This is an optimization exercise on Yosys and OpenROAD, whose aim is small area, not a production implementation.
In this exercise RTL edits were held to simulation tests only and were not proved equivalent to the original.

==> flow/design.v (outline; a module is shown in full before it is edited, if it fits) <==
// module wavelet_transform: 3089 lines
module wavelet_transform #(
    parameter BITS_PER_ELEM = 8,
    parameter TOTAL_FILTERS = 7,
    parameter SUM_TRUNCATION = 8
) (
    input wire clk,
    input wire rst,
    input wire signed [BITS_PER_ELEM - 1:0] i_value,
    input wire i_data_clk,
    input wire [7:0] i_select_output_channel,
    output wire [SUM_TRUNCATION - 1:0] o_multiplexed_wavelet_out,
    output wire o_active,
    output [8:0] io_oeb
);
  // ...
==> flow/flow/run.sh <==
#!/bin/bash
# Own flow: the standard synthesis, then fixinv.py removes the inverters
# that synthesis left around full-adder cells (a full adder is self-dual, so
# some fa cells are flipped to take and give complemented signals), then
# the standard layout from floorplan to finish on that netlist, with
# clock tree synthesis told to use smaller clock buffers and no dummy loads.
set -euo pipefail
R=orfs/results/${FLOW_PLATFORM}/wavelet_transform/base
bash standard.sh synth > synth.log 2>&1
cp "$R/1_2_yosys.v" 1_2_yosys.std.v
python3 flow/fixinv.py 1_2_yosys.std.v "$R/1_2_yosys.v" > fixinv.log 2>&1
rm -f "$R/1_synth.odb" "$R/1_synth.sdc"
CTS="-sink_clustering_enable -repair_clock_nets -dont_use_dummy_load"
if [[ -f flow/cts_args ]]; then CTS="$CTS $(cat flow/cts_args)"; fi
bash standard.sh finish "CTS_ARGS=$CTS" > finish.log 2>&1
==> flow/flow/cts_args <==
-buf_list sky130_fd_sc_hd__clkbuf_16 -sink_clustering_size 30 -sink_clustering_max_diameter 100
==> flow/flow/fixinv.py <==
#!/usr/bin/env python3
"""Remove inverters around full adders in a flat Yosys netlist.

A full adder is self-dual: FA(~a, ~b, ~c) = ~FA(a, b, c) for both outputs.
So each sky130 fa cell may be "flipped": its inputs take the complements of
what they took and its outputs then carry the complements of what they
carried.  This script removes every inverter, chooses which full adders to
flip so that as few signals as possible are needed in both polarities, and
adds back one inverter per signal that is still needed inverted.  The logic
function of the netlist is unchanged.

usage: fixinv.py IN.v OUT.v
"""
import re
import sys
import random

INV = re.compile(r'^sky130_fd_sc_hd__(inv|clkinv)_\d+$')
FA = re.compile(r'^sky130_fd_sc_hd__fa_\d+$')
OUTPINS = {'X', 'Y', 'Q', 'Q_N', 'SUM', 'COUT', 'HI', 'LO'}

src = open(sys.argv[1]).read()
lines = src.split('\n')

# --- parse ---------------------------------------------------------------
ports = set()
mod_start = None
cells = []          # dict(type, name, pins: list[(pin, net)], lo, hi)
i = 0
first_cell_line = None
while i < len(lines):
    ln = lines[i]
    m = re.match(r'^\s*(input|output|inout)\s+(\[[^\]]*\]\s*)?(.*);', ln)
    if m:
        for p in m.group(3).split(','):
            ports.add(p.strip())
    m = re.match(r'^\s*(sky130_fd_sc_hd__\w+)\s+(\S+(?: )?)\s*\($', ln)
    if m:
        if first_cell_line is None:
            first_cell_line = i
        ty, nm = m.group(1), m.group(2)
        pins = []
        j = i + 1
        while not re.match(r'^\s*\);\s*$', lines[j]):
            pm = re.match(r'^\s*\.(\w+)\((.*)\),?\s*$', lines[j])
            assert pm, lines[j]
            pins.append((pm.group(1), pm.group(2).strip()))
            j += 1
        cells.append(dict(type=ty, name=nm, pins=pins, lo=i, hi=j))
        i = j + 1
        continue
    i += 1


def portbase(net):
    n = net.lstrip('\\').strip()
    return re.sub(r'\[\d+\]$', '', n)


isport = lambda net: portbase(net) in ports

driver = {}
for c in cells:
    for p, n in c['pins']:
        if p in OUTPINS:
            driver[n] = c

# removable inverters: output not a port
removable = set()
for ci, c in enumerate(cells):
    if INV.match(c['type']):
        y = dict(c['pins'])['Y']
        if not isport(y):
            removable.add(ci)
inv_in = {}
for ci in removable:
    d = dict(cells[ci]['pins'])
    inv_in[d['Y']] = d['A']


def literal(net):
    p = 0
    while net in inv_in:
        net = inv_in[net]
        p ^= 1
    return net, p


cellidx = {id(c): k for k, c in enumerate(cells)}
isfa = [bool(FA.match(c['type'])) for c in cells]
# FA whose outputs are ports cannot flip
flippable = [False] * len(cells)
for k, c in enumerate(cells):
    if isfa[k]:
        outs = [n for p, n in c['pins'] if p in OUTPINS]
        flippable[k] = not any(isport(n) for n in outs)

# loads: (cell index, pin index, root, parity)
loads = []
byroot = {}
for k, c in enumerate(cells):
    if k in removable:
        continue
    for pi, (p, n) in enumerate(c['pins']):
        if p in OUTPINS:
            continue
        r, par = literal(n)
        loads.append((k, pi, r, par))
        byroot.setdefault(r, []).append(len(loads) - 1)
# port nets that are roots need parity 0 (they are loads of themselves)
portroot = set()
for c in cells:
    for p, n in c['pins']:
        if p in OUTPINS and isport(n):
            portroot.add(n)

rootdrv = {}
for r in byroot:
    d = driver.get(r)
    rootdrv[r] = cellidx[id(d)] if d is not None else None

s = [0] * len(cells)


def phys(li):
    k, pi, r, par = loads[li]
    v = par
    d = rootdrv[r]
    if d is not None:
        v ^= s[d]
    if isfa[k] and cells[k]['pins'][pi][0] in ('A', 'B', 'CIN'):
        v ^= s[k]
    return v


def rootcost(r):
    return 1 if any(phys(li) for li in byroot[r]) else 0


# roots touched by each FA
touch = {}
for k in range(len(cells)):
    if not (isfa[k] and flippable[k]):
        continue
    rs = set()
    for p, n in cells[k]['pins']:
        if p in OUTPINS:
            if n in byroot:
                rs.add(n)
        else:
            rs.add(literal(n)[0])
    touch[k] = rs

total0 = sum(rootcost(r) for r in byroot)
cands = list(touch.keys())
rng = random.Random(1)
import math
cur = total0
best = cur
bests = list(s)
T = 2.0
steps = 400 * max(1, len(cands))
for it in range(steps):
    k = cands[rng.randrange(len(cands))]
    before = sum(rootcost(r) for r in touch[k])
    s[k] ^= 1
    d = sum(rootcost(r) for r in touch[k]) - before
    if d <= 0 or rng.random() < math.exp(-d / T):
        cur += d
        if cur < best:
            best = cur
            bests = list(s)
    else:
        s[k] ^= 1
    T = max(0.05, 2.0 * (1 - it / steps))
s = bests
passes = steps
total1 = sum(rootcost(r) for r in byroot)

def vnet(n):
    return n + ' ' if n.startswith('\\') else n


# --- rewrite ---------------------------------------------------------------
newinv = {}
newcells = []
newwires = []
conn = {}   # (k, pi) -> net
for li, (k, pi, r, par) in enumerate(loads):
    if phys(li):
        if r not in newinv:
            nm = 'fixinv_n%d' % len(newinv)
            newinv[r] = nm
            newwires.append(nm)
            newcells.append('  sky130_fd_sc_hd__inv_1 fixinv_%d (\n    .A(%s),\n    .Y(%s)\n  );'
                            % (len(newinv) - 1, vnet(r), nm))
        conn[(k, pi)] = newinv[r]
    else:
        conn[(k, pi)] = r

drop = set()
for ci in removable:
    for x in range(cells[ci]['lo'], cells[ci]['hi'] + 1):
        drop.add(x)
repl = {}
for k, c in enumerate(cells):
    if k in removable:
        continue
    for pi, (p, n) in enumerate(c['pins']):
        if (k, pi) in conn and conn[(k, pi)] != n:
            ln = c['lo'] + 1 + pi
            repl[ln] = re.sub(r'\.(\w+)\((.*)\)', lambda m: '.%s(%s)' % (m.group(1), vnet(conn[(k, pi)])), lines[ln], count=1)

out = []
for x, ln in enumerate(lines):
    if x == first_cell_line:
        out.extend('  wire %s;' % w for w in newwires)
    if x in drop:
        continue
    out.append(repl.get(x, ln))
    if x == first_cell_line - 1:
        pass
# append new inverter cells before endmodule
em = max(x for x, ln in enumerate(out) if ln.strip() == 'endmodule')
out[em:em] = newcells
open(sys.argv[2], 'w').write('\n'.join(out))
sys.stderr.write('inverters: %d removable, %d before, %d after; %d fa flipped of %d; passes %d\n'
                 % (len(removable), total0, total1, sum(s), len(cands), passes))
==> flow/standard.sh <==
#!/bin/bash
# synth_recipe.tcl (not shown) runs the flow's synth.tcl, then flattens the netlist and writes it again
# the make line also repeats each setting of config.mk as NAME=value (left out here)
make -C /OpenROAD-flow-scripts/flow DESIGN_CONFIG=/design/flow/config.mk WORK_HOME=/design/flow/orfs CLKGATE_MAP_FILE= SYNTH_SCRIPT=/design/flow/synth_recipe.tcl "${@:-finish}"
==> flow/config.mk <==
export PLATFORM = sky130hd
export DESIGN_NAME = wavelet_transform
export DESIGN_NICKNAME = wavelet_transform
export VERILOG_FILES = /design/flow/design.v
export SDC_FILE = /design/flow/constraint.sdc
export NUM_CORES = 4
export LEC_CHECK = 0
export CAP_MARGIN = 20
export CORE_MARGIN = 2
export CORE_UTILIZATION = 40
export SLEW_MARGIN = 20
==> flow/constraint.sdc <==
create_clock -name core_clock -period 14.0 [get_ports {clk}]
set_input_delay 2.8000 -clock core_clock [delete_from_list [all_inputs] [get_ports {clk}]]
set_output_delay 2.8000 -clock core_clock [all_outputs]
set_load 0.01 [all_outputs]
==> flow_metrics.tcl, run 1 <==
set metrics [dict create \
    finalSetupViolCount 0 \
    ant_nets 0 \
    reg_top3 "acc6 (20), acc5 (19)" \
    cts_setup_buffers 0 \
    wl_microns 161000 \
    regMostFlops "acc6" \
    core_sq_mm 0.123 \
    ctsResizeCount 0 \
    synthToLayoutAreaGrowth_pct 6.60 \
    mostFrequentLayoutCells "fa_1, dfxtp_1, a22o_1" \
    grt_pass1_wl_microns 238000 \
    crit-reg2reg-launch "ph1$_SDFF_PP0_" \
    clockBufferDepth 3 \
    design_area_sq_mm 0.0529 \
    finClkSkew_ns 0.0883 \
    min_period_ns 12.60 \
    cp_num_buf_inv 2 \
    synth-warning-count 1 \
    rsz0062_at_grt "no" \
    grt_max_degree 221 \
    crit_path_start_kind "flop" \
    status "finished clean" \
    clkbuf_count 40 \
    initial_core_util 0.402 \
    slowest_stage "a222oi_1" \
    drc 0 \
    relSlewSlack 0.167 \
    route.detailed.vias_per_inst 5.79 \
    worstSetupEndpoint "acc6[18]$_DFF_P_" \
    numCtsBuffers 40 \
    multi_input_area_share 0.596 \
    grt_pass1_vias 32900 \
    hpwl_microns 131000 \
    fmax_mhz 79.4 \
]
==> inputs of run 2 (changes only) <==
==> flow/flow/run.sh (replaced) <==
#!/bin/bash
# Own flow: the standard synthesis, then fixinv.py removes the inverters
# that synthesis left around full-adder cells (a full adder is self-dual, so
# some fa cells are flipped to take and give complemented signals), then
# the standard layout from floorplan to finish on that netlist.
set -euo pipefail
R=orfs/results/${FLOW_PLATFORM}/wavelet_transform/base
bash standard.sh synth > synth.log 2>&1
cp "$R/1_2_yosys.v" 1_2_yosys.std.v
python3 flow/fixinv.py 1_2_yosys.std.v "$R/1_2_yosys.v" > fixinv.log 2>&1
rm -f "$R/1_synth.odb" "$R/1_synth.sdc"
bash standard.sh finish > finish.log 2>&1
removed: flow/flow/cts_args
==> run 2 against run 1 <==
  * Still clean on timing, DRC and antenna
  * Final area rose by 3.8%
  * Wire length rose by 1.3%
  * Non-clock buffer count fell by 1
  * Via count rose by 1.3%
  * Synthesized cell count did not move
  * First-iteration DRC count rose by 3.8%
  * Global-route usage rose by 0.37 points
  * Die area did not move
  * Sequential share of layout area fell by 1.1 points
  * Critical path type unchanged
  * Critical endpoint is now acc6[19]$_DFF_P_
  * Largest cell class unchanged
  * Highest routed layer unchanged
==> flow_metrics.tcl, run 2 <==
set metrics [dict create \
    status "finished clean" \
    relSlewSlack 0.103 \
    crit_required_ns 14.58 \
    place_congestion 1.04 \
    htreeDepth 3 \
    critPathCaptureType "flop" \
    ant_nets 0 \
    detail_route.iter0.violations 3782 \
    synth-warning-count 1 \
    hold_viol 0 \
    n_fill_cell 11300 \
    gr-usage-all-layers 0.263 \
    final.period_utilization 0.901 \
    ctsResizeCount 0 \
    grt_max_degree 221 \
    crit_path_start_kind "flop" \
    fin_nets 5077 \
    grt_overflow_total 0 \
    largest_reg_flops 20 \
    vias 32400 \
    routedWlPerCell_microns 28.8 \
    netlist_area_sq_mm 0.0497 \
    clock_latency_ns 0.73 \
    tns_ns 0 \
    critical_path_arrival_ns 13.19 \
    crit_type "flop to flop" \
    regMostFlops "acc6" \
    hpwl_microns 131000 \
    wl_microns 163000 \
    io_buffers 27 \
    grt_pass1_vias 33500 \
    crit_top_cell "fa_1" \
    numCtsBuffers 88 \
    min_path_cells 2 \
    layout_commonest_cell "fa_1" \
    final_util 0.445 \
    grt_antenna_before_repair 1 \
    mostFrequentLayoutCells "fa_1, dfxtp_1, a22o_1" \
    critPathMaxFanout 65 \
    route.detailed.vias_per_inst 5.74 \
    avgSynthCellArea_sq_um 12.5 \
    fp.dieW_microns 356 \
    die_area_sq_mm 0.127 \
    min_period_ns 12.61 \
    cts_setup_buffers 0 \
    ioPinCount 37 \
    cts_sinks 770 \
    max_stage_delay_ns 1.15 \
    clk_pin_slew_ns 0.06 \
    num_rows 129 \
    cap_violations 0 \
    clockBufferDepth 3 \
    finClkSkew_ns 0.0656 \
    slowest_stage "a222oi_1" \
    cts_tree "built" \
    grt_pass1_wl_microns 241000 \
    rsz0062_at_grt "no" \
    r2r_cells 31 \
    synthToLayoutAreaGrowth_pct 10.6 \
    initial_core_util 0.402 \
    finalSetupViolCount 0 \
    worst_pin_slew_ns 1.35 \
    min-delay-path-class "flop to flop" \
    reg_top3 "acc6 (20), acc5 (19)" \
    final-max-slew-violation-count 0 \
    cts_root_buffer "clkbuf_16" \
    netlist_instances 3959 \
    drc 0 \
    cts_hold_buf 0 \
    first_pass_iters 7 \
    die_y_microns 356 \
    fmax_mhz 79.3 \
    core_sq_mm 0.123 \
    drive_above_1_share 0.0699 \
]
[run 2: per-stage QoR]
stage	setup slack, ns	instance area [sq um]	hold WS, ns	instances
2_1_floorplan	2.17	49700	0.425	3967
3_3_place_gp	1.25	51900	0.444	5474
3_5_place_dp	1.48	51900	0.452	5477
4_1_cts	1.51	54900	0.466	5638
5_1_grt	1.18	54900	0.482	5640
6_report	1.39	54900	0.462	5641
[run 2: worst max-delay path: cells and delay by family, from the launching register on]
kind,cells,cell delay [ns]
xor gates and xnor gates,2,0.31
DFF,1,0.56
AOI/OAI and AO/OA,2,1.23
adders and majority gates,25,9.85
buffers and inverters,2,0.44
[run 2: worst paths after layout]
path | slack (ns) | to | from
worst max-delay path | 1.39 | acc6[19]$_DFF_P_ | ph2$_SDFF_PP0_
worst min register to register | 0.46 | acc4[17]$_DFF_P_ | acc4[17]$_DFF_P_
worst min-delay path | 0.46 | acc4[17]$_DFF_P_ | acc4[17]$_DFF_P_
worst max register to register | 1.39 | acc6[19]$_DFF_P_ | ph2$_SDFF_PP0_
[run 2: cell type report]
type / count / area [sq um] / share of cell area
Timing Repair Buffer: 132 / 1140 / 0.0208
Inverter: 465 / 1750 / 0.0319
Tap cell: 1637 / 2050 / 0.0373
Clock inverter: 43 / 544 / 0.00991
Antenna cell: 1 / 2.50 / 0.0000455
Clock buffer: 118 / 2460 / 0.0449
Sequential cell: 770 / 15400 / 0.281
Multi-Input combinational cell: 2475 / 31600 / 0.574
[run 2: metal layers]
metal	routed length, microns	part of all wire	vias up	track usage
li1	-	-	13800	-
met1	69500	0.43	17000	0.371
met2	73300	0.45	1300	0.395
met3	14500	0.089	233	0.0680
met4	5400	0.033	2	0.0808
met5	13	0.000080	-	0
==> inputs of run 3 (changes only) <==
==> flow/flow/run.sh (replaced) <==
#!/bin/bash
# Own flow: the standard synthesis, then fixinv2.py removes inverters
# that synthesis left around full-adder cells (a full adder is self-dual, so
# some fa cells are flipped to take and give complemented signals), then
# the standard layout from floorplan to finish on that netlist, with
# clock tree synthesis told to use smaller clock buffers and no dummy loads.
set -euo pipefail
R=orfs/results/${FLOW_PLATFORM}/wavelet_transform/base
bash standard.sh synth > synth.log 2>&1
cp "$R/1_2_yosys.v" 1_2_yosys.std.v
python3 flow/fixinv4.py 1_2_yosys.std.v "$R/1_2_yosys.v" > fixinv.log 2>&1
rm -f "$R/1_synth.odb" "$R/1_synth.sdc"
CTS="-sink_clustering_enable -repair_clock_nets -dont_use_dummy_load"
if [[ -f flow/cts_args ]]; then CTS="$CTS $(cat flow/cts_args)"; fi
bash standard.sh finish "CTS_ARGS=$CTS" > finish.log 2>&1
==> flow/flow/cts_args (new file) <==
-buf_list sky130_fd_sc_hd__clkbuf_16 -sink_clustering_size 25 -sink_clustering_max_diameter 80
==> flow/flow/fixinv4.py (new file) <==
#!/usr/bin/env python3
"""Remove inverters from a flat Yosys netlist of sky130hd cells.

Every inverter is removed; then each cell below may change form, and one
inverter is added back for each signal some load still needs inverted:
  * fa (full adder) is self-dual: FA(~a,~b,~c) = ~FA(a,b,c), so a fa cell may
    take complemented inputs and give complemented outputs;
  * a cell may be swapped for its inverted-output twin with the same pins:
    a22o/a22oi, xor2/xnor2, mux2/mux2i;
  * ha (half adder) may be rebuilt from two gates of the same total area:
    xor2 or xnor2 for the sum, and nand2 (carry given inverted) or nor2 (on
    inverted inputs) for the carry.
The choice minimises the added inverters plus any area change (simulated
annealing).  The logic function of the netlist does not change.

usage: fixinv2.py IN.v OUT.v
"""
import re
import sys
import math
import random

P = 'sky130_fd_sc_hd__'
INV = re.compile(r'^sky130_fd_sc_hd__(inv|clkinv)_\d+$')
OUTPINS = {'X', 'Y', 'Q', 'Q_N', 'SUM', 'COUT', 'HI', 'LO'}
INV_AREA = 3.7536
LIB = '/OpenROAD-flow-scripts/flow/platforms/sky130hd/lib/sky130_fd_sc_hd__tt_025C_1v80.lib'


def load_twins():
    """type -> (twin type, output pin map, area delta): cells with the same
    input pins whose single output is the complement of this cell's."""
    import os
    import itertools
    lib = os.path.join(os.environ.get('FLOW_HOME', '/OpenROAD-flow-scripts/flow'),
                       'platforms/sky130hd/lib/sky130_fd_sc_hd__tt_025C_1v80.lib')
    if not os.path.exists(lib):
        lib = LIB
    t = open(lib).read()
    cells = {}
    for m in re.finditer(r'cell \("sky130_fd_sc_hd__(\w+)"\)\s*\{(.*?)\n    \}\n', t, re.S):
        name, body = m.group(1), m.group(2)
        if name.startswith(('lpflow', 'probe')) or 'dont_use : true' in body:
            continue
        if not re.match(r'^[a-z0-9]+_\d+$', name):
            continue
        a = re.search(r'area\s*:\s*([\d.]+)', body)
        pins = re.findall(r'pin \("(\w+)"\)\s*\{(.*?)\n        \}', body, re.S)
        outs = [(p, re.search(r'function\s*:\s*"([^"]*)"', b)) for p, b in pins if 'direction : "output"' in b]
        ins = sorted(p for p, b in pins if 'direction : "input"' in b)
        if len(outs) != 1 or not outs[0][1] or len(ins) > 6 or outs[0][0] == 'Z':
            continue
        if re.search(r'\bff\s*\(|\blatch\s*\(|clock\s*:\s*true', body):
            continue
        fn = outs[0][1].group(1)
        expr = fn.replace('!', ' not ').replace('&', ' and ').replace('|', ' or ').replace('^', ' != ')
        tt = []
        for vals in itertools.product((False, True), repeat=len(ins)):
            env = dict(zip(ins, vals))
            try:
                tt.append(bool(eval(expr, {}, env)))
            except Exception:
                tt = None
                break
        if tt is None:
            continue
        cells[name] = (float(a.group(1)), outs[0][0], tuple(ins), tuple(tt))
    byfn = {}
    for n, (ar, op, ins, tt) in cells.items():
        byfn.setdefault((ins, tt), []).append((ar, n, op))
    tw = {}
    for n, (ar, op, ins, tt) in cells.items():
        comp = tuple(not x for x in tt)
        c = byfn.get((ins, comp))
        if not c:
            continue
        ar2, n2, op2 = min(c)
        tw[n] = (n2, {op: op2}, ar2 - ar)
    return tw


TWIN = load_twins()

lines = open(sys.argv[1]).read().split('\n')

ports = set()
cells = []
first_cell_line = None
i = 0
while i < len(lines):
    ln = lines[i]
    m = re.match(r'^\s*(input|output|inout)\s+(\[[^\]]*\]\s*)?(.*);', ln)
    if m:
        for p in m.group(3).split(','):
            ports.add(p.strip())
    m = re.match(r'^\s*(sky130_fd_sc_hd__\w+)\s+(\S+(?: )?)\s*\($', ln)
    if m:
        if first_cell_line is None:
            first_cell_line = i
        pins = []
        j = i + 1
        while not re.match(r'^\s*\);\s*$', lines[j]):
            pm = re.match(r'^\s*\.(\w+)\((.*)\),?\s*$', lines[j])
            assert pm, lines[j]
            pins.append((pm.group(1), pm.group(2).strip()))
            j += 1
        cells.append(dict(type=m.group(1)[len(P):], name=m.group(2).strip(), pins=pins, lo=i, hi=j))
        i = j + 1
        continue
    i += 1


def portbase(net):
    return re.sub(r'\[\d+\]$', '', net.lstrip('\\').strip())


def isport(net):
    return portbase(net) in ports


def vnet(n):
    return n + ' ' if n.startswith('\\') else n


driver = {}
for k, c in enumerate(cells):
    for p, n in c['pins']:
        if p in OUTPINS:
            driver[n] = (k, p)

BUF = re.compile(r'^sky130_fd_sc_hd__(buf|clkbuf)_\d+$')
DROPBUF = '--keepbuf' not in sys.argv
removable = set()
inv_in = {}
buf_in = {}
for k, c in enumerate(cells):
    if INV.match(P + c['type']):
        d = dict(c['pins'])
        if not isport(d['Y']):
            removable.add(k)
            inv_in[d['Y']] = d['A']
    elif DROPBUF and BUF.match(P + c['type']):
        d = dict(c['pins'])
        if not isport(d['X']) and not isport(d['A']):
            removable.add(k)
            buf_in[d['X']] = d['A']


def literal(net):
    p = 0
    while True:
        if net in inv_in:
            net = inv_in[net]
            p ^= 1
        elif net in buf_in:
            net = buf_in[net]
        else:
            return net, p


# node kinds
KIND = [None] * len(cells)
for k, c in enumerate(cells):
    if k in removable:
        continue
    outs = [n for p, n in c['pins'] if p in OUTPINS]
    if any(isport(n) for n in outs):
        continue
    t = c['type']
    if re.match(r'^fa_\d+$', t):
        KIND[k] = 'fa'
    elif t == 'ha_1' and all(n for p, n in c['pins']) and len(c['pins']) == 4:
        KIND[k] = 'ha'
    elif t in TWIN and TWIN[t][2] < INV_AREA:
        KIND[k] = 'twin'

# state: fa: 0/1 flip; twin: 0/1 swapped; ha: (mode 0..2, sumpol 0/1)
state = [0] * len(cells)


def outpar(k, pin):
    kd = KIND[k]
    st = state[k]
    if kd == 'fa' or kd == 'twin':
        return st & 1
    if kd == 'ha':
        mode, sp = st >> 1, st & 1
        if pin == 'SUM':
            return 0 if mode == 0 else sp
        return (0, 1, 0)[mode]
    return 0


def inreq(k, pin):
    kd = KIND[k]
    if kd == 'fa':
        return state[k] & 1
    if kd == 'ha':
        return 1 if (state[k] >> 1) == 2 else 0
    return 0


def areadelta(k):
    if KIND[k] == 'twin' and state[k]:
        return TWIN[cells[k]['type']][2]
    return 0.0


loads = []
byroot = {}
for k, c in enumerate(cells):
    if k in removable:
        continue
    for pi, (p, n) in enumerate(c['pins']):
        if p in OUTPINS:
            continue
        r, par = literal(n)
        loads.append((k, pi, p, r, par))
        byroot.setdefault(r, []).append(len(loads) - 1)


def phys(li):
    k, pi, p, r, par = loads[li]
    v = par
    d = driver.get(r)
    if d is not None:
        v ^= outpar(d[0], d[1])
    return v ^ inreq(k, p)


def rootcost(r):
    return INV_AREA if any(phys(li) for li in byroot[r]) else 0.0


touch = {}
for k in range(len(cells)):
    if KIND[k] is None:
        continue
    rs = set()
    for p, n in cells[k]['pins']:
        if p in OUTPINS:
            if n in byroot:
                rs.add(n)
        else:
            rs.add(literal(n)[0])
    touch[k] = list(rs)


def localcost(k):
    return sum(rootcost(r) for r in touch[k]) + areadelta(k)


def moves(k):
    kd = KIND[k]
    if kd in ('fa', 'twin'):
        return [state[k] ^ 1]
    return [x for x in range(6) if x != state[k] and x != 1]   # mode 0 has one sum form


total0 = sum(rootcost(r) for r in byroot)
cands = list(touch.keys())
rng = random.Random(1)
cur = total0
best = cur
bests = list(state)
steps = 400 * max(1, len(cands))
T0 = 2.0 * INV_AREA
for it in range(steps):
    k = cands[rng.randrange(len(cands))]
    old = state[k]
    before = localcost(k)
    state[k] = rng.choice(moves(k))
    d = localcost(k) - before
    T = max(0.05, T0 * (1 - it / steps))
    if d <= 0 or rng.random() < math.exp(-d / T):
        cur += d
        if cur < best - 1e-9:
            best = cur
            bests = list(state)
    else:
        state[k] = old
state = bests
total1 = sum(rootcost(r) for r in byroot) + sum(areadelta(k) for k in range(len(cells)))

# --- rewrite ---------------------------------------------------------------
newinv = {}
newcells = []
newwires = []
conn = {}
for li, (k, pi, p, r, par) in enumerate(loads):
    if phys(li):
        if r not in newinv:
            nm = 'fixinv_n%d' % len(newinv)
            newinv[r] = nm
            newwires.append(nm)
            newcells.append('  %sinv_1 fixinv_%d (\n    .A(%s),\n    .Y(%s)\n  );'
                            % (P, len(newinv) - 1, vnet(r), nm))
        conn[(k, pi)] = newinv[r]
    else:
        conn[(k, pi)] = r

drop = set()
for k in removable:
    drop.update(range(cells[k]['lo'], cells[k]['hi'] + 1))
repl = {}
nha = [0, 0, 0]
ntwin = 0
for k, c in enumerate(cells):
    if k in removable:
        continue
    pins = [(p, conn.get((k, pi), n)) for pi, (p, n) in enumerate(c['pins'])]
    kd = KIND[k]
    if kd == 'ha' and (state[k] >> 1) != 0:
        mode, sp = state[k] >> 1, state[k] & 1
        nha[mode] += 1
        d = dict(pins)
        st = 'xnor2_1' if sp else 'xor2_1'
        ct = 'nand2_1' if mode == 1 else 'nor2_1'
        txt = ['  %s%s %s (' % (P, st, vnet(c['name'] + '_hs')),
               '    .A(%s),' % vnet(d['A']), '    .B(%s),' % vnet(d['B']),
               '    .%s(%s)' % ('Y' if sp else 'X', vnet(d['SUM'])), '  );',
               '  %s%s %s (' % (P, ct, vnet(c['name'] + '_hc')),
               '    .A(%s),' % vnet(d['A']), '    .B(%s),' % vnet(d['B']),
               '    .Y(%s)' % vnet(d['COUT']), '  );']
        for x in range(c['lo'], c['hi'] + 1):
            drop.add(x)
        repl[c['lo']] = '\n'.join(txt)
        continue
    ty = c['type']
    if kd == 'twin' and state[k]:
        ntwin += 1
        ty, pm, _ = TWIN[ty]
        pins = [(pm.get(p, p), n) for p, n in pins]
    if kd == 'fa' and state[k]:
        pass
    txt = ['  %s%s %s (' % (P, ty, vnet(c['name'])) if c['name'].startswith('\\') else '  %s%s %s (' % (P, ty, c['name'])]
    for x, (p, n) in enumerate(pins):
        txt.append('    .%s(%s)%s' % (p, vnet(n), ',' if x < len(pins) - 1 else ''))
    txt.append('  );')
    for x in range(c['lo'], c['hi'] + 1):
        drop.add(x)
    repl[c['lo']] = '\n'.join(txt)

out = []
for x, ln in enumerate(lines):
    if x == first_cell_line:
        out.extend('  wire %s;' % w for w in newwires)
    if x in repl:
        out.append(repl[x])
        continue
    if x in drop:
        continue
    out.append(ln)
em = max(x for x, ln in enumerate(out) if ln.strip() == 'endmodule')
out[em:em] = newcells
open(sys.argv[2], 'w').write('\n'.join(out) + '\n')
sys.stderr.write('inverters removed %d, added back %d; cost %.1f -> %.1f um2; fa flipped %d; '
                 'twins swapped %d; ha rebuilt nand %d nor %d\n'
                 % (len(removable), len(newinv), total0, total1,
                    sum(1 for k in range(len(cells)) if KIND[k] == 'fa' and state[k]),
                    ntwin, nha[1], nha[2]))
removed: flow/flow/fixinv.py
==> run 3 against run 2 <==
  * Setup slack better by 0.29 ns
  * Critical path type unchanged
  * Global-route usage down 0.11 points
  * Hold slack got worse by 0.025 ns
  * Critical endpoint unchanged
  * Register-to-register slack improved by 0.29 ns
  * Sequential cell count unchanged
  * Core utilization fell by 0.58 points
  * Still clean on timing, DRC and antenna
  * Cell count shrank 3.0%
  * Clock skew is 0.029 ns higher
  * First-iteration DRC count rose by 4.8%
  * Final area decreased by 4.4%
  * Highest routed layer unchanged
==> flow_metrics.tcl, run 3 <==
set metrics [dict create \
    ioPinCount 37 \
    min_path_cells 1 \
    final.period_utilization 0.880 \
    drive_above_1_share 0.0474 \
    crit-reg2reg-launch "ph2$_SDFF_PP0_" \
    detail_route.iter0.violations 3964 \
    min-delay-path-class "flop to flop" \
    routedWlPerCell_microns 28.6 \
    crit_required_ns 14.52 \
    regMostFlops "acc6" \
    core_sq_mm 0.120 \
    reg_top3 "acc6 (20), acc5 (19)" \
    hold_viol 0 \
    min_to "u44[7]$_DFF_P_" \
    synth-warning-count 1 \
    crit_type "flop to flop" \
    grt_pass1_wl_microns 233000 \
    route.detailed.vias_per_inst 5.85 \
    cap_violations 0 \
    cts_root_buffer "clkbuf_16" \
    clock_latency_ns 0.68 \
    synthToLayoutAreaGrowth_pct 9.09 \
    netlist_area_sq_mm 0.0482 \
    clk_pin_slew_ns 0.10 \
    crit_family "adder cells" \
    finClkSkew_ns 0.0944 \
    final-max-slew-violation-count 0 \
    status "finished clean" \
    gr-usage-all-layers 0.262 \
    critPathCaptureType "flop" \
    crit_top_cell "fa_1" \
    r2r-end "acc6[19]$_DFF_P_" \
    die_y_microns 351 \
    die_area_sq_mm 0.123 \
    slowest_stage "a222oi_1" \
    critPathMaxFanout 70 \
    min_period_ns 12.32 \
    grt_antenna_before_repair 1 \
    cts_setup_buffers 0 \
    mostFrequentLayoutCells "fa_1, dfxtp_1, a22o_1" \
    drc 0 \
    wl_microns 157000 \
    initial_core_util 0.403 \
    cts_hold_buf 0 \
    netlist_instances 3677 \
    finalSetupViolCount 0 \
    largest_reg_flops 20 \
    diodes 0 \
    regToRegSetupSlack_ns 1.68 \
    fp.dieW_microns 351 \
    rsz0062_at_grt "no" \
    worst_pin_slew_ns 1.28 \
    htreeDepth 2 \
    grt_max_degree 200 \
    layout_commonest_cell "fa_1" \
    cts_tree "built" \
    relSlewSlack 0.149 \
    clockBufferDepth 3 \
    io_buffers 27 \
    tns_ns 0 \
    vias 32000 \
    cts_sinks 770 \
    fmax_mhz 81.1 \
    place_congestion 1.08 \
    numCtsBuffers 47 \
    fin_nets 4903 \
    num_rows 127 \
    hpwl_microns 127000 \
    ant_nets 0 \
    critical_path_arrival_ns 12.84 \
    grt_pass1_vias 32600 \
    crit_path_start_kind "flop" \
    avgSynthCellArea_sq_um 13.1 \
    first_pass_iters 8 \
    grt_overflow_total 0 \
    r2r_cells 30 \
    ctsResizeCount 0 \
    cp_num_buf_inv 2 \
    hp-start "u43[7]$_DFF_P_" \
    max_stage_delay_ns 0.89 \
]
==> run 3: final cells by class <==
type                       count  area, sq um
fill                       11000        67100
multi-input combinational   2577        31500
sequential                   770        15400
tap                         1612         2020
inverter                     324         1220
timing repair buffer         140         1190
clock buffer                  47         1180
==> run 3: metrics by stage <==
step                instances  hold WS, ns  worst slack, ns   util  instance area (sq um)
global placement         5419        0.440             1.48  0.429                  51300
floorplan                3685        0.425            0.805      -                  48200
finish                   5470        0.436             1.68  0.439                  52500
detailed placement       5422        0.456             1.61  0.429                  51400
CTS                      5469        0.440             1.67  0.439                  52500
global route             5470        0.466             1.11  0.439                  52500
==> run 3: layer usage <==
layer / part of all wire / track usage / vias up
met2: 0.42 / 0.362 / 1358
met5: 0.000064 / 0 / -
li1: - / - / 13600
met4: 0.045 / 0.0992 / 2
met1: 0.45 / 0.389 / 16700
met3: 0.094 / 0.0678 / 248
==> run 3: worst max path at each step <==
stage / from / end / slack, ns / cells past startpoint
final: ph2$_SDFF_PP0_ / acc6[19]$_DFF_P_ / 1.68 / 30
after global placement: ph0$_SDFF_PP0_ / acc6[19]$_DFF_P_ / 1.48 / 31
after CTS: ph2$_SDFF_PP0_ / acc6[19]$_DFF_P_ / 1.67 / 30
after detailed placement: ph2$_SDFF_PP0_ / acc6[19]$_DFF_P_ / 1.61 / 30
after floorplan: ph1$_SDFF_PP0_ / acc6[18]$_DFF_P_ / 0.80 / 28
after global routing: ph2$_SDFF_PP0_ / acc6[19]$_DFF_P_ / 1.11 / 30
==> inputs of run 4 (changes only) <==
--- a/flow/flow/run.sh
+++ b/flow/flow/run.sh
@@ -8,7 +8,7 @@
 R=orfs/results/${FLOW_PLATFORM}/wavelet_transform/base
 bash standard.sh synth > synth.log 2>&1
 cp "$R/1_2_yosys.v" 1_2_yosys.std.v
-python3 flow/fixinv4.py 1_2_yosys.std.v "$R/1_2_yosys.v" > fixinv.log 2>&1
+python3 flow/fixinv2.py 1_2_yosys.std.v "$R/1_2_yosys.v" > fixinv.log 2>&1
 rm -f "$R/1_synth.odb" "$R/1_synth.sdc"
 CTS="-sink_clustering_enable -repair_clock_nets -dont_use_dummy_load"
 if [[ -f flow/cts_args ]]; then CTS="$CTS $(cat flow/cts_args)"; fi
==> flow/flow/cts_args (replaced) <==
-buf_list sky130_fd_sc_hd__clkbuf_16 -sink_clustering_size 30 -sink_clustering_max_diameter 60
==> flow/flow/fixinv2.py (new file) <==
#!/usr/bin/env python3
"""Remove inverters from a flat Yosys netlist of sky130hd cells.

Every inverter is removed; then each cell below may change form, and one
inverter is added back for each signal some load still needs inverted:
  * fa (full adder) is self-dual: FA(~a,~b,~c) = ~FA(a,b,c), so a fa cell may
    take complemented inputs and give complemented outputs;
  * a cell may be swapped for its inverted-output twin with the same pins:
    a22o/a22oi, xor2/xnor2, mux2/mux2i;
  * ha (half adder) may be rebuilt from two gates of the same total area:
    xor2 or xnor2 for the sum, and nand2 (carry given inverted) or nor2 (on
    inverted inputs) for the carry.
The choice minimises the added inverters plus any area change (simulated
annealing).  The logic function of the netlist does not change.

usage: fixinv2.py IN.v OUT.v
"""
import re
import sys
import math
import random

P = 'sky130_fd_sc_hd__'
INV = re.compile(r'^sky130_fd_sc_hd__(inv|clkinv)_\d+$')
OUTPINS = {'X', 'Y', 'Q', 'Q_N', 'SUM', 'COUT', 'HI', 'LO'}
INV_AREA = 3.7536
# twin cells: type -> (twin type, output pin map, area delta of going to twin)
TWIN = {
    'a22o_1': ('a22oi_1', {'X': 'Y'}, 0.0),
    'a22oi_1': ('a22o_1', {'Y': 'X'}, 0.0),
    'xor2_1': ('xnor2_1', {'X': 'Y'}, 0.0),
    'xnor2_1': ('xor2_1', {'Y': 'X'}, 0.0),
    'mux2i_1': ('mux2_1', {'Y': 'X'}, 1.2512),
    'mux2_1': ('mux2i_1', {'X': 'Y'}, -1.2512),
}

lines = open(sys.argv[1]).read().split('\n')

ports = set()
cells = []
first_cell_line = None
i = 0
while i < len(lines):
    ln = lines[i]
    m = re.match(r'^\s*(input|output|inout)\s+(\[[^\]]*\]\s*)?(.*);', ln)
    if m:
        for p in m.group(3).split(','):
            ports.add(p.strip())
    m = re.match(r'^\s*(sky130_fd_sc_hd__\w+)\s+(\S+(?: )?)\s*\($', ln)
    if m:
        if first_cell_line is None:
            first_cell_line = i
        pins = []
        j = i + 1
        while not re.match(r'^\s*\);\s*$', lines[j]):
            pm = re.match(r'^\s*\.(\w+)\((.*)\),?\s*$', lines[j])
            assert pm, lines[j]
            pins.append((pm.group(1), pm.group(2).strip()))
            j += 1
        cells.append(dict(type=m.group(1)[len(P):], name=m.group(2).strip(), pins=pins, lo=i, hi=j))
        i = j + 1
        continue
    i += 1


def portbase(net):
    return re.sub(r'\[\d+\]$', '', net.lstrip('\\').strip())


def isport(net):
    return portbase(net) in ports


def vnet(n):
    return n + ' ' if n.startswith('\\') else n


driver = {}
for k, c in enumerate(cells):
    for p, n in c['pins']:
        if p in OUTPINS:
            driver[n] = (k, p)

removable = set()
inv_in = {}
for k, c in enumerate(cells):
    if INV.match(P + c['type']):
        d = dict(c['pins'])
        if not isport(d['Y']):
            removable.add(k)
            inv_in[d['Y']] = d['A']


def literal(net):
    p = 0
    while net in inv_in:
        net = inv_in[net]
        p ^= 1
    return net, p


# node kinds
KIND = [None] * len(cells)
for k, c in enumerate(cells):
    if k in removable:
        continue
    outs = [n for p, n in c['pins'] if p in OUTPINS]
    if any(isport(n) for n in outs):
        continue
    t = c['type']
    if re.match(r'^fa_\d+$', t):
        KIND[k] = 'fa'
    elif t == 'ha_1' and all(n for p, n in c['pins']) and len(c['pins']) == 4:
        KIND[k] = 'ha'
    elif t in TWIN:
        KIND[k] = 'twin'

# state: fa: 0/1 flip; twin: 0/1 swapped; ha: (mode 0..2, sumpol 0/1)
state = [0] * len(cells)


def outpar(k, pin):
    kd = KIND[k]
    st = state[k]
    if kd == 'fa' or kd == 'twin':
        return st & 1
    if kd == 'ha':
        mode, sp = st >> 1, st & 1
        if pin == 'SUM':
            return 0 if mode == 0 else sp
        return (0, 1, 0)[mode]
    return 0


def inreq(k, pin):
    kd = KIND[k]
    if kd == 'fa':
        return state[k] & 1
    if kd == 'ha':
        return 1 if (state[k] >> 1) == 2 else 0
    return 0


def areadelta(k):
    if KIND[k] == 'twin' and state[k]:
        return TWIN[cells[k]['type']][2]
    return 0.0


loads = []
byroot = {}
for k, c in enumerate(cells):
    if k in removable:
        continue
    for pi, (p, n) in enumerate(c['pins']):
        if p in OUTPINS:
            continue
        r, par = literal(n)
        loads.append((k, pi, p, r, par))
        byroot.setdefault(r, []).append(len(loads) - 1)


def phys(li):
    k, pi, p, r, par = loads[li]
    v = par
    d = driver.get(r)
    if d is not None:
        v ^= outpar(d[0], d[1])
    return v ^ inreq(k, p)


def rootcost(r):
    return INV_AREA if any(phys(li) for li in byroot[r]) else 0.0


touch = {}
for k in range(len(cells)):
    if KIND[k] is None:
        continue
    rs = set()
    for p, n in cells[k]['pins']:
        if p in OUTPINS:
            if n in byroot:
                rs.add(n)
        else:
            rs.add(literal(n)[0])
    touch[k] = list(rs)


def localcost(k):
    return sum(rootcost(r) for r in touch[k]) + areadelta(k)


def moves(k):
    kd = KIND[k]
    if kd in ('fa', 'twin'):
        return [state[k] ^ 1]
    return [x for x in range(6) if x != state[k] and x != 1]   # mode 0 has one sum form


total0 = sum(rootcost(r) for r in byroot)
cands = list(touch.keys())
rng = random.Random(1)
cur = total0
best = cur
bests = list(state)
steps = 400 * max(1, len(cands))
T0 = 2.0 * INV_AREA
for it in range(steps):
    k = cands[rng.randrange(len(cands))]
    old = state[k]
    before = localcost(k)
    state[k] = rng.choice(moves(k))
    d = localcost(k) - before
    T = max(0.05, T0 * (1 - it / steps))
    if d <= 0 or rng.random() < math.exp(-d / T):
        cur += d
        if cur < best - 1e-9:
            best = cur
            bests = list(state)
    else:
        state[k] = old
state = bests
total1 = sum(rootcost(r) for r in byroot) + sum(areadelta(k) for k in range(len(cells)))

# --- rewrite ---------------------------------------------------------------
newinv = {}
newcells = []
newwires = []
conn = {}
for li, (k, pi, p, r, par) in enumerate(loads):
    if phys(li):
        if r not in newinv:
            nm = 'fixinv_n%d' % len(newinv)
            newinv[r] = nm
            newwires.append(nm)
            newcells.append('  %sinv_1 fixinv_%d (\n    .A(%s),\n    .Y(%s)\n  );'
                            % (P, len(newinv) - 1, vnet(r), nm))
        conn[(k, pi)] = newinv[r]
    else:
        conn[(k, pi)] = r

drop = set()
for k in removable:
    drop.update(range(cells[k]['lo'], cells[k]['hi'] + 1))
repl = {}
nha = [0, 0, 0]
ntwin = 0
for k, c in enumerate(cells):
    if k in removable:
        continue
    pins = [(p, conn.get((k, pi), n)) for pi, (p, n) in enumerate(c['pins'])]
    kd = KIND[k]
    if kd == 'ha' and (state[k] >> 1) != 0:
        mode, sp = state[k] >> 1, state[k] & 1
        nha[mode] += 1
        d = dict(pins)
        st = 'xnor2_1' if sp else 'xor2_1'
        ct = 'nand2_1' if mode == 1 else 'nor2_1'
        txt = ['  %s%s %s (' % (P, st, vnet(c['name'] + '_hs')),
               '    .A(%s),' % vnet(d['A']), '    .B(%s),' % vnet(d['B']),
               '    .%s(%s)' % ('Y' if sp else 'X', vnet(d['SUM'])), '  );',
               '  %s%s %s (' % (P, ct, vnet(c['name'] + '_hc')),
               '    .A(%s),' % vnet(d['A']), '    .B(%s),' % vnet(d['B']),
               '    .Y(%s)' % vnet(d['COUT']), '  );']
        for x in range(c['lo'], c['hi'] + 1):
            drop.add(x)
        repl[c['lo']] = '\n'.join(txt)
        continue
    ty = c['type']
    if kd == 'twin' and state[k]:
        ntwin += 1
        ty, pm, _ = TWIN[ty]
        pins = [(pm.get(p, p), n) for p, n in pins]
    if kd == 'fa' and state[k]:
        pass
    txt = ['  %s%s %s (' % (P, ty, vnet(c['name'])) if c['name'].startswith('\\') else '  %s%s %s (' % (P, ty, c['name'])]
    for x, (p, n) in enumerate(pins):
        txt.append('    .%s(%s)%s' % (p, vnet(n), ',' if x < len(pins) - 1 else ''))
    txt.append('  );')
    for x in range(c['lo'], c['hi'] + 1):
        drop.add(x)
    repl[c['lo']] = '\n'.join(txt)

out = []
for x, ln in enumerate(lines):
    if x == first_cell_line:
        out.extend('  wire %s;' % w for w in newwires)
    if x in repl:
        out.append(repl[x])
        continue
    if x in drop:
        continue
    out.append(ln)
em = max(x for x, ln in enumerate(out) if ln.strip() == 'endmodule')
out[em:em] = newcells
open(sys.argv[2], 'w').write('\n'.join(out) + '\n')
sys.stderr.write('inverters removed %d, added back %d; cost %.1f -> %.1f um2; fa flipped %d; '
                 'twins swapped %d; ha rebuilt nand %d nor %d\n'
                 % (len(removable), len(newinv), total0, total1,
                    sum(1 for k in range(len(cells)) if KIND[k] == 'fa' and state[k]),
                    ntwin, nha[1], nha[2]))
--- a/flow/config.mk
+++ b/flow/config.mk
@@ -7,5 +7,5 @@
 export LEC_CHECK = 0
 export CAP_MARGIN = 20
 export CORE_MARGIN = 2
-export CORE_UTILIZATION = 40
+export CORE_UTILIZATION = 60
 export SLEW_MARGIN = 20
removed: flow/flow/fixinv4.py
==> run 4 against run 3 <==
  * First-iteration DRC count is 15% higher
  * Via count is 3.4% higher
  * Synthesized cell count is 6.6% higher
  * Critical endpoint unchanged
  * Sequential share of layout area is 0.28 points higher
  * Still clean
  * Sequential cell count stayed put
  * Cell count is 10% lower
==> flow_metrics.tcl, run 4 <==
set metrics [dict create \
    status "finished clean" \
    multi_input_area_sq_mm 0.0315 \
    n_fill_cell 6118 \
    clockBufferDepth 3 \
    initial_core_util 0.608 \
    hold_ws_ns 0.424 \
    worst_pin_slew_ns 1.28 \
    wl_microns 161000 \
    mostFrequentLayoutCells "fa_1, dfxtp_1, a22o_1" \
    clk_pin_slew_ns 0.10 \
    grt_overflow_total 0 \
    critPathMaxFanout 72 \
    fin_nets 4913 \
    place_congestion 1.08 \
    cts_setup_buffers 0 \
    grt_pass1_wl_microns 238000 \
    finalSetupViolCount 0 \
    synthToLayoutAreaGrowth_pct 5.88 \
    die_y_microns 290 \
    max_stage_delay_ns 0.83 \
    netlist_area_sq_mm 0.0492 \
    place_area_sq_mm 0.0506 \
    synth-warning-count 1 \
    final-max-slew-violation-count 0 \
    drc 0 \
    cts_hold_buf 0 \
    detail_route.iter0.violations 4569 \
    crit_path_start_kind "flop" \
    crit_required_ns 14.50 \
    fmax_mhz 79.6 \
    io_buffers 27 \
    min-delay-path-class "flop to flop" \
    cts_root_buffer "clkbuf_16" \
    largest_reg_flops 20 \
    slowest_stage "a222oi_1" \
    grt_max_degree 219 \
    crit_top_cell "fa_1" \
    ant_nets 0 \
    layout_commonest_cell "fa_1" \
    numCtsBuffers 56 \
    hold_viol 0 \
    final_util 0.644 \
    crit_type "flop to flop" \
    route.detailed.vias_per_inst 6.74 \
    clock_latency_ns 0.70 \
    die_area_sq_mm 0.0842 \
    regMostFlops "acc6" \
    cap_violations 0 \
    ctsResizeCount 0 \
    min_period_ns 12.57 \
    diodes 0 \
    critPathLaunch "ph0$_SDFF_PP0_" \
    relSlewSlack 0.145 \
    first_pass_iters 7 \
    num_rows 104 \
    cts_tree "built" \
    routedWlPerCell_microns 32.8 \
    seq_area_sq_mm 0.0154 \
    avgSynthCellArea_sq_um 12.5 \
    ioPinCount 37 \
    gr-usage-all-layers 0.390 \
    grt_pass1_vias 34800 \
    hp-start "u7[0]$_DFF_P_" \
    htreeDepth 2 \
    design_area_sq_mm 0.0520 \
    final.period_utilization 0.898 \
    finClkSkew_ns 0.114 \
    fp.dieW_microns 290 \
    netlist_instances 3919 \
    tns_ns 0 \
    drive_above_1_share 0.0468 \
    critical_path_arrival_ns 13.07 \
    crit-reg2reg-launch "ph0$_SDFF_PP0_" \
    hpwl_microns 131000 \
    grt_antenna_before_repair 0 \
    rsz0062_at_grt "no" \
    core_sq_mm 0.0808 \
    critPathCaptureType "flop" \
    cts_sinks 770 \
    reg_top3 "acc6 (20), acc5 (19)" \
    vias 33100 \
]
-- run 4: final cells by class --
cell class	instances	share of cell area
Timing Repair Buffer	122	0.0208
Clock buffer	56	0.0269
Inverter	343	0.0249
Tap cell	1060	0.0255
Sequential cell	770	0.296
Multi-Input combinational cell	2557	0.605
-- run 4: worst paths after layout --
kind | to | slack [ns] | depth (start not counted)
worst max-delay path | acc6[19]$_DFF_P_ | 1.43 | 31
worst min-delay path | u8[0]$_DFF_P_ | 0.42 | 1
worst max register to register | acc6[19]$_DFF_P_ | 1.43 | 31
worst min register to register | u8[0]$_DFF_P_ | 0.42 | 1
-- run 4: per-stage QoR --
step	instances	setup slack, ns
final	4908	1.43
after global routing	4908	1.14
after CTS	4908	1.54
after detailed placement	4852	1.52
after global placement	4843	1.41
after floorplan	3927	2.12
-- run 4: worst max-delay path: cells and delay by family (launching register included) --
family | cells | cell delay (ns)
compound gates | 2 | 0.94
xor+xnor | 3 | 0.87
fa+ha+maj | 24 | 9.46
buf+inv | 2 | 0.45
flops | 1 | 0.60
-- run 4: per-layer routing --
metal	GRT usage	up-vias	part of all wire
li1	-	13600	-
met1	0.506	17300	0.37
met2	0.618	1759	0.47
met3	0.0686	453	0.080
met4	0.236	0	0.075
met5	0	-	0
==> inputs of run 5 (changes only) <==
==> flow/flow/cts_args (replaced) <==
-buf_list sky130_fd_sc_hd__clkbuf_16 -sink_clustering_size 30 -sink_clustering_max_diameter 100
==> run 5 against run 4 <==
  * Largest cell class unchanged
  * Setup slack worse by 0.043 ns
  * Core utilization fell by 0.65 points
  * Via count fell by 0.54%
==> flow_metrics.tcl, run 5 <==
set metrics [dict create \
    crit_type "flop to flop" \
    diodes 0 \
    cts_hold_buf 0 \
    regToRegSetupSlack_ns 1.39 \
    core_sq_mm 0.0808 \
    numCtsBuffers 35 \
    netlist_instances 3919 \
    drc 0 \
    ctsResizeCount 0 \
    htreeDepth 2 \
    grt_overflow_total 0 \
    finalSetupViolCount 0 \
    route.detailed.vias_per_inst 6.73 \
    routedWlPerCell_microns 32.8 \
    critPathMaxFanout 72 \
    place_congestion 1.08 \
    ant_nets 0 \
    crit_path_start_kind "flop" \
    netlist_area_sq_mm 0.0492 \
    mostFrequentLayoutCells "fa_1, dfxtp_1, a22o_1" \
    num_rows 104 \
    grt_pass1_vias 34500 \
    rsz0062_at_grt "no" \
    final.period_utilization 0.901 \
    r2r_cells 31 \
    ioPinCount 37 \
    clk_pin_slew_ns 0.12 \
    n_fill_cell 6183 \
    grt_antenna_before_repair 0 \
    grt_pass1_wl_microns 237000 \
    hold_viol 0 \
    crit_required_ns 14.45 \
    min-delay-path-class "flop to flop" \
    cts_root_buffer "clkbuf_16" \
    initial_core_util 0.608 \
    cap_violations 0 \
    io_buffers 27 \
    reg_top3 "acc6 (20), acc5 (19)" \
    r2r-end "acc6[19]$_DFF_P_" \
    clockBufferDepth 3 \
    hpwl_microns 131000 \
    largest_reg_flops 20 \
    grt_max_degree 219 \
    cts_sinks 770 \
    drive_above_1_share 0.0415 \
    fin_nets 4892 \
    fp.dieW_microns 290 \
    synth-warning-count 1 \
    critical_path_arrival_ns 13.06 \
    layout_commonest_cell "fa_1" \
    tns_ns 0 \
    dp_cells 4852 \
    crit-reg2reg-launch "ph0$_SDFF_PP0_" \
    fmax_mhz 79.3 \
    status "finished clean" \
    hp-start "u18[2]$_DFF_P_" \
    vias 32900 \
    final-max-slew-violation-count 0 \
    crit_top_cell "fa_1" \
    gr-usage-all-layers 0.388 \
    slowest_stage "a222oi_1" \
    cts_setup_buffers 0 \
    finClkSkew_ns 0.0766 \
    clock_latency_ns 0.64 \
    min_path_cells 1 \
    worst_pin_slew_ns 1.36 \
    critPathCaptureType "flop" \
    avgSynthCellArea_sq_um 12.5 \
    instances_no_fill 4887 \
    wl_microns 160000 \
    cts_tree "built" \
    min_to "u19[2]$_DFF_P_" \
    die_area_sq_mm 0.0842 \
    regMostFlops "acc6" \
    max_stage_delay_ns 0.82 \
    final_util 0.638 \
    die_y_microns 290 \
    min_period_ns 12.61 \
    first_pass_iters 10 \
    critPathLaunch "ph0$_SDFF_PP0_" \
    relSlewSlack 0.0964 \
    synthToLayoutAreaGrowth_pct 4.81 \
    detail_route.iter0.violations 4412 \
]
[run 5: cell count changes in the layout (fill, tap and decap cells not counted), sizes merged]
cell	before	now
clkbuf	56	35
[run 5: metrics by stage]
stage                     hold slack [ns]  setup WS [ns]  area [sq um]
after floorplan                     0.425           2.12         49200
after global placement              0.437           1.41         50600
after detailed placement            0.460           1.52         50600
after CTS                           0.445           1.50         51500
after global routing                0.454           1.09         51500
final                               0.456           1.39         51500
[run 5: per-layer routing]
metal,vias to the layer above,routed length [microns],global-route usage,part of all wire
li1,13500,-,-,-
met1,17200,59700,0.504,0.37
met2,1774,75300,0.616,0.47
met3,421,13400,0.0684,0.084
met4,0,11700,0.228,0.073
met5,-,0,0,0
[run 5: how the worst max path moves through the flow]
| stage | end | slack, ns | depth (start not counted) |
|---|---|---|---|
| floorplan | acc6[18]$_DFF_P_ | 2.12 | 31 |
| global placement | acc6[19]$_DFF_P_ | 1.41 | 30 |
| detailed placement | acc6[19]$_DFF_P_ | 1.52 | 31 |
| CTS | acc6[19]$_DFF_P_ | 1.50 | 31 |
| global route | acc6[19]$_DFF_P_ | 1.09 | 31 |
| finish | acc6[19]$_DFF_P_ | 1.39 | 31 |
[run 5: cell type report]
type                            instances  area, sq um  share of cell area
Timing Repair Buffer                  122         1080              0.0211
Multi-Input combinational cell       2557        31500               0.612
Inverter                              343         1290              0.0251
Sequential cell                       770        15400               0.299
Clock buffer                           35          876              0.0170
Tap cell                             1060         1330              0.0257
[run 5: worst max-delay path, delay by kind of cell (launching register included)]
family          cells  cell delay (ns)
fa+ha+maj          24             9.49
compound gates      2             0.93
buf+inv             2             0.47
xor+xnor            3             0.83
flops               1             0.60
==> inputs of run 6 (changes only) <==
==> flow/flow/cts_args (replaced) <==
-buf_list sky130_fd_sc_hd__clkbuf_16 -sink_clustering_size 25 -sink_clustering_max_diameter 80
--- a/flow/config.mk
+++ b/flow/config.mk
@@ -7,5 +7,5 @@
 export LEC_CHECK = 0
 export CAP_MARGIN = 20
 export CORE_MARGIN = 2
-export CORE_UTILIZATION = 60
+export CORE_UTILIZATION = 40
 export SLEW_MARGIN = 20
==> run 6 against run 5 <==
  * Maximum frequency grew 0.89%
  * Setup slack gained 0.11 ns
  * Non-clock buffer count grew 13
  * Sequential share of layout area shrank 0.68 points
  * Via count shrank 2.6%
  * Hold slack lost 0.032 ns
  * Die area grew 49%
  * Wire length grew 0.99%
  * Synthesized area is the same
==> flow_metrics.tcl, run 6 <==
set metrics [dict create \
    route.detailed.vias_per_inst 5.85 \
    cts_hold_buf 0 \
    mostFrequentLayoutCells "fa_1, dfxtp_1, a22o_1" \
    cts_setup_buffers 0 \
    worst_pin_slew_ns 1.22 \
    vias 32000 \
    hpwl_microns 131000 \
    ant_nets 0 \
    avgSynthCellArea_sq_um 12.5 \
    crit_path_start_kind "flop" \
    tns_ns 0 \
    instances_no_fill 5481 \
    clk_pin_slew_ns 0.10 \
    synth-warning-count 1 \
    fin_nets 4921 \
    routed.top_layer "met4" \
    wl_microns 162000 \
    netlist_instances 3919 \
    routedWlPerCell_microns 29.5 \
    critical_path_arrival_ns 13.10 \
    synthToLayoutAreaGrowth_pct 7.23 \
    grt_overflow_total 0 \
    final-max-slew-violation-count 0 \
    gr-usage-all-layers 0.263 \
    finClkSkew_ns 0.149 \
    cap_violations 0 \
    drc 0 \
    fmax_mhz 80.0 \
    die_y_microns 355 \
    grt_max_degree 237 \
    final.period_utilization 0.893 \
    layout_commonest_cell "fa_1" \
    detail_route.iter0.violations 3906 \
    grt_pass1_wl_microns 240000 \
    final_util 0.432 \
    netlist_area_sq_mm 0.0492 \
    min_period_ns 12.50 \
    hold_viol 0 \
    grt_antenna_before_repair 0 \
    m1WireLength_microns 69700 \
    io_buffers 27 \
    crit_top_cell "fa_1" \
    place_area_sq_mm 0.0514 \
    largest_reg_flops 20 \
    cts_root_buffer "clkbuf_16" \
    die_area_sq_mm 0.126 \
    critPathCaptureType "flop" \
    first_pass_iters 7 \
    diodes 0 \
    fp.dieW_microns 355 \
    crit_type "flop to flop" \
    place_congestion 1.06 \
    slowest_stage "a222oi_1" \
    numCtsBuffers 51 \
    wl_met3_microns 13200 \
    clock_latency_ns 0.70 \
    max_stage_delay_ns 0.93 \
    drive_above_1_share 0.0488 \
    crit_required_ns 14.60 \
    core_sq_mm 0.122 \
    wl_met2_microns 72300 \
    design_area_sq_mm 0.0527 \
    status "finished clean" \
    relSlewSlack 0.189 \
    ioPinCount 37 \
    regMostFlops "acc6" \
    clockBufferDepth 3 \
    grt_pass1_vias 33200 \
    htreeDepth 2 \
    cts_sinks 770 \
    finalSetupViolCount 0 \
    initial_core_util 0.403 \
    ctsResizeCount 0 \
    cts_tree "built" \
    num_rows 128 \
    critPathMaxFanout 38 \
    min-delay-path-class "flop to flop" \
    dp_cells 5428 \
    reg_top3 "acc6 (20), acc5 (19)" \
    rsz0062_at_grt "no" \
]
[run 6: worst max-delay path: cells and delay by family, from the launching register on]
kind	cells	cell delay [ns]
compound gates	2	1.13
xor+xnor	2	0.73
fa+ha+maj	24	9.61
buf+inv	2	0.44
flops	1	0.51
[run 6: final timing paths]
check                                 startpoint           endpoint  slack, ns  cells past startpoint
worst max register to register    ph2$_SDFF_PP0_   acc6[18]$_DFF_P_       1.50                     30
worst min register to register  dprev$_SDFF_PP0_  dprev2$_SDFF_PP0_       0.42                      1
worst min-delay path            dprev$_SDFF_PP0_  dprev2$_SDFF_PP0_       0.42                      1
worst max-delay path              ph2$_SDFF_PP0_   acc6[18]$_DFF_P_       1.50                     30
[run 6: per-layer routing]
| layer | vias to the layer above | GRT usage |
|---|---|---|
| met1 | 17000 | 0.375 |
| met2 | 1244 | 0.395 |
| met3 | 234 | 0.0575 |
| met4 | 0 | 0.0892 |
| li1 | 13600 | - |
| met5 | - | 0 |
[run 6: cell type report]
cell class | instances | area, sq um
Clock buffer | 51 | 1280
Fill cell | 11200 | 69200
Inverter | 343 | 1290
Multi-Input combinational cell | 2557 | 31500
Sequential cell | 770 | 15400
Tap cell | 1625 | 2030
Timing Repair Buffer | 135 | 1160
[run 6: through the flow]
stage,hold WS (ns),setup slack [ns]
final,0.424,1.50
after global routing,0.434,1.23
after CTS,0.429,1.63
after detailed placement,0.464,1.56
after global placement,0.450,1.25
after floorplan,0.425,2.12

[static timing again, ports no longer ideal]
No port has a modelled driver above. Below, the same layouts with a new extraction and two added sets of constraints. Step 1 (the two cells are an assumption about what drives the block):
set clk [get_ports {clk}]
set_driving_cell -lib_cell sky130_fd_sc_hd__clkbuf_16 $clk
set_driving_cell -lib_cell sky130_fd_sc_hd__buf_2 [delete_from_list [all_inputs] $clk]
Step 2 times the ports against the registers' clock, not the clock port: input delays grow and output delays shrink by t, the midpoint of the rising clock arrivals with the driver on. Slacks: ideal ports / drivers / drivers and shift; pairs: ideal ports / drivers.
run	t (ns)	setup WS [ns]	slew at the worst register clock pin (ns)
run 1	0.692	1.401 / 1.401 / 1.401	0.12 / 0.12
run 2	0.773	1.390 / 1.390 / 1.390	0.07 / 0.07
run 3	0.705	1.676 / 1.676 / 1.676	0.10 / 0.10
run 4	0.714	1.433 / 1.433 / 1.433	0.10 / 0.10
run 5	0.673	1.390 / 1.390 / 1.390	0.12 / 0.12
run 6	0.702	1.502 / 1.502 / 1.502	0.10 / 0.10
After both steps setup and hold are still met in every run listed.
